From an optimization exercise on the open Yosys and OpenROAD flow, aimed at small area, a short achievable clock period and few clock cycles per item; shortcuts taken in it are not production practice. The RTL was checked by simulation tests, not by an equivalence proof against the original design. Power is estimated from default activity; no workload was simulated.

==> build 87 <==
Design JAM, start of the top module:
module JAM (
input CLK,
input RST,
output [2:0] W,
output [2:0] J,
input [6:0] Cost,
output [3:0] MatchCount,
output [9:0] MinCost,
output Valid );
export LEC_CHECK = 0
export CAP_MARGIN = 20
export CORE_MARGIN = 2
export CORE_UTILIZATION = 40
export SLEW_MARGIN = 20
create_clock -name core_clock -period 12.0 [get_ports {CLK}]
standard.sh (not shown) runs the stock make flow with config.mk's settings and CLKGATE_MAP_FILE= SYNTH_SCRIPT=/design/flow/synth_recipe.tcl, a recipe that flattens the netlist after the stock synthesis.
==> flow/flow/run.sh <==
#!/bin/bash
# Standard layout, with the timing repair steps aiming 8 ns above the required slack.
set -euo pipefail
export SETUP_SLACK_MARGIN=8
bash standard.sh > standard.log 2>&1
==> inputs of trial 92, as changes to build 87 <==
==> flow/run.sh (new file) <==
#!/bin/bash
# synth_recipe.tcl (not shown) runs the flow's synth.tcl, then flattens the netlist and writes it again
# the make line also repeats each setting of config.mk as NAME=value (left out here)
make -C /OpenROAD-flow-scripts/flow DESIGN_CONFIG=/design/flow/config.mk WORK_HOME=/design/flow/orfs CLKGATE_MAP_FILE= SYNTH_SCRIPT=/design/flow/synth_recipe.tcl finish
removed: flow/flow/run.sh
removed: flow/standard.sh
==> impl_metrics.yaml <==
layout:
  signal_buffers: 1000
  sh_seq_area_pct: 24.2
  finalInstanceArea_sq_um: 189000
power_and_ir_drop:
  pg_seq_w: 0.0162
  switchingPower_w: 0.0242
routing:
  vias_per_cell: 5.78
  wl_met3_microns: 66800
  wl_met2_microns: 261000
  drtPass1Iterations: 7
  m1WireLength_microns: 263000
outcome:
  outcome: "timing/DRC/antenna clean"
placed_design:
  placed_area_sq_um: 163000
global_routing:
  grt_pass1_wl_microns: 857000
  grt_usage_pct: 30.5
worst_setup_path:
  critPathSlowestCell: "or4_4"
sta:
  grt_setup_unrepaired: "true"
-- figures above: build 87

==> impl_metrics.yaml <==
routing:
  m1WireLength_microns: 247000
  drtPass1Iterations: 6
  wl_met3_microns: 46400
  vias_per_cell: 5.65
layout:
  finalInstanceArea_sq_um: 170000
  sh_seq_area_pct: 27.0
global_routing:
  grt_usage_pct: 28.6
  grt_pass1_wl_microns: 811000
outcome:
  outcome: "timing/DRC/antenna clean"
power_and_ir_drop:
  switchingPower_w: 0.0216
placed_design:
  placed_area_sq_um: 161000
-- figures above: trial 92

Testbench counts of build 87, summed over its fixed seeds: cycles 804, jobs 12.
Testbench counts of trial 92, summed over its fixed seeds: cycles 804, jobs 12.

* * *

==> try-cedar <==
Another version of the RTL of JAM (not shown whole).
==> flow/config.mk <==
export PLATFORM = sky130hd
export DESIGN_NAME = JAM
export DESIGN_NICKNAME = JAM
export VERILOG_FILES = /design/flow/design.v
export SDC_FILE = /design/flow/constraint.sdc
export NUM_CORES = 4
export LEC_CHECK = 0
export CAP_MARGIN = 20
export CORE_MARGIN = 2
export CORE_UTILIZATION = 40
export CTS_CLUSTER_DIAMETER = 90
export CTS_CLUSTER_SIZE = 25
export SLEW_MARGIN = 20
==> flow/constraint.sdc <==
create_clock -name core_clock -period 12.0 [get_ports {CLK}]
set_input_delay 2.4000 -clock core_clock [delete_from_list [all_inputs] [get_ports {CLK}]]
set_output_delay 2.4000 -clock core_clock [all_outputs]
set_load 0.01 [all_outputs]
==> flow/flow/run.sh <==
#!/bin/bash
# Standard layout, except: the timing repair steps aim 8 ns above the required
# slack and work on the worst 5% of the endpoints below that, and the port
# buffers are buf_4 cells.
set -euo pipefail
export SETUP_SLACK_MARGIN=8
export TNS_END_PERCENT=5
export BUFFER_PORTS_ARGS="-buffer_cell sky130_fd_sc_hd__buf_4"
bash standard.sh > standard.log 2>&1
==> try-onyx: changes against try-cedar <==
==> flow/flow/run.sh (replaced) <==
#!/bin/bash
# Standard layout, except: the timing repair steps aim 8.4 ns above the required
# slack and work on the worst 5% of the endpoints below that, and the port
# buffers are buf_4 cells.
set -euo pipefail
export SETUP_SLACK_MARGIN=8.4
export TNS_END_PERCENT=5
export BUFFER_PORTS_ARGS="-buffer_cell sky130_fd_sc_hd__buf_4"
bash standard.sh > standard.log 2>&1
==> qor summary <==
quantity	try-onyx	try-cedar
Register fraction of the total cell area	29.8%	30.2%
Hold endpoint	vB7_7[4]	vA2_5[0]
Total Routed Length	512000 um	512000 um
Via count of the first global-routing pass	83900	83900
Multi-Input Combinational	8149	8146
GP Congestion	1.05	1.03
Pwr/cell area	342 nW/um^2	341 nW/um^2
HP Start	vB7_0[4]	vA2_6[0]
Arr. time, crit path	4.99 ns	5.14 ns
Hold slack	0.347 ns	0.352 ns
Final-layout clock buffer total	123	126
Worst R2R Setup Slack	7.69 ns	7.61 ns
Power in the clock group	4.48 mW	4.75 mW
Max Fclk	232 MHz	228 MHz
Wire length on met1	201000 um	203000 um
Sequential cell area in the final layout	36800 um^2	36700 um^2
Number of fill cells in the layout	24000	24100
Result of the run	finished clean	finished clean
Final setup skew	0.0500 ns	0.0736 ns
Critical path destination	nA2_1[3]	nB5_4[3]
Vias/cell	5.95	5.99
Wire length of the first global-routing pass	672000 um	674000 um
Testbench counts of try-cedar, summed over its fixed seeds: cycles 804, jobs 12.
Testbench counts of try-onyx, summed over its fixed seeds: cycles 804, jobs 12.

==> what the ideal ports hide <==
No port has a modelled driver above. Below, the same layouts with a new extraction and two added sets of constraints. Step 1, drivers: a clkbuf_16 drives CLK and a buf_2 each remaining input, both assumed. Step 2 moves the port delays by t, midway between the first and last clock arrival at a register: inputs arrive t later, outputs are due t later. That takes back most of the time a late clock gives input paths. a / b / c = ideal ports / drivers / drivers and shift; a / b = the first two.
| run | shift t [ns] | setup WS [ns] | hold WS [ns] | worst setup path after step 2 | clock arrival spread, ns |
|---|---|---|---|---|---|
| build 87 | 1.034 | 7.788 / 7.788 / 7.788 | 0.354 / 0.354 / 0.354 | register to register | 0.044 / 0.044 |
| trial 92 | 1.041 | 6.303 / 6.303 / 6.303 | 0.328 / 0.328 / 0.328 | register to register | 0.071 / 0.070 |
| try-cedar | 0.926 | 7.609 / 7.609 / 7.609 | 0.352 / 0.352 / 0.352 | register to register | 0.075 / 0.075 |
| try-onyx | 0.939 | 7.694 / 7.694 / 7.694 | 0.347 / 0.347 / 0.347 | register to register | 0.055 / 0.056 |
After both steps setup and hold are still met in every run listed.
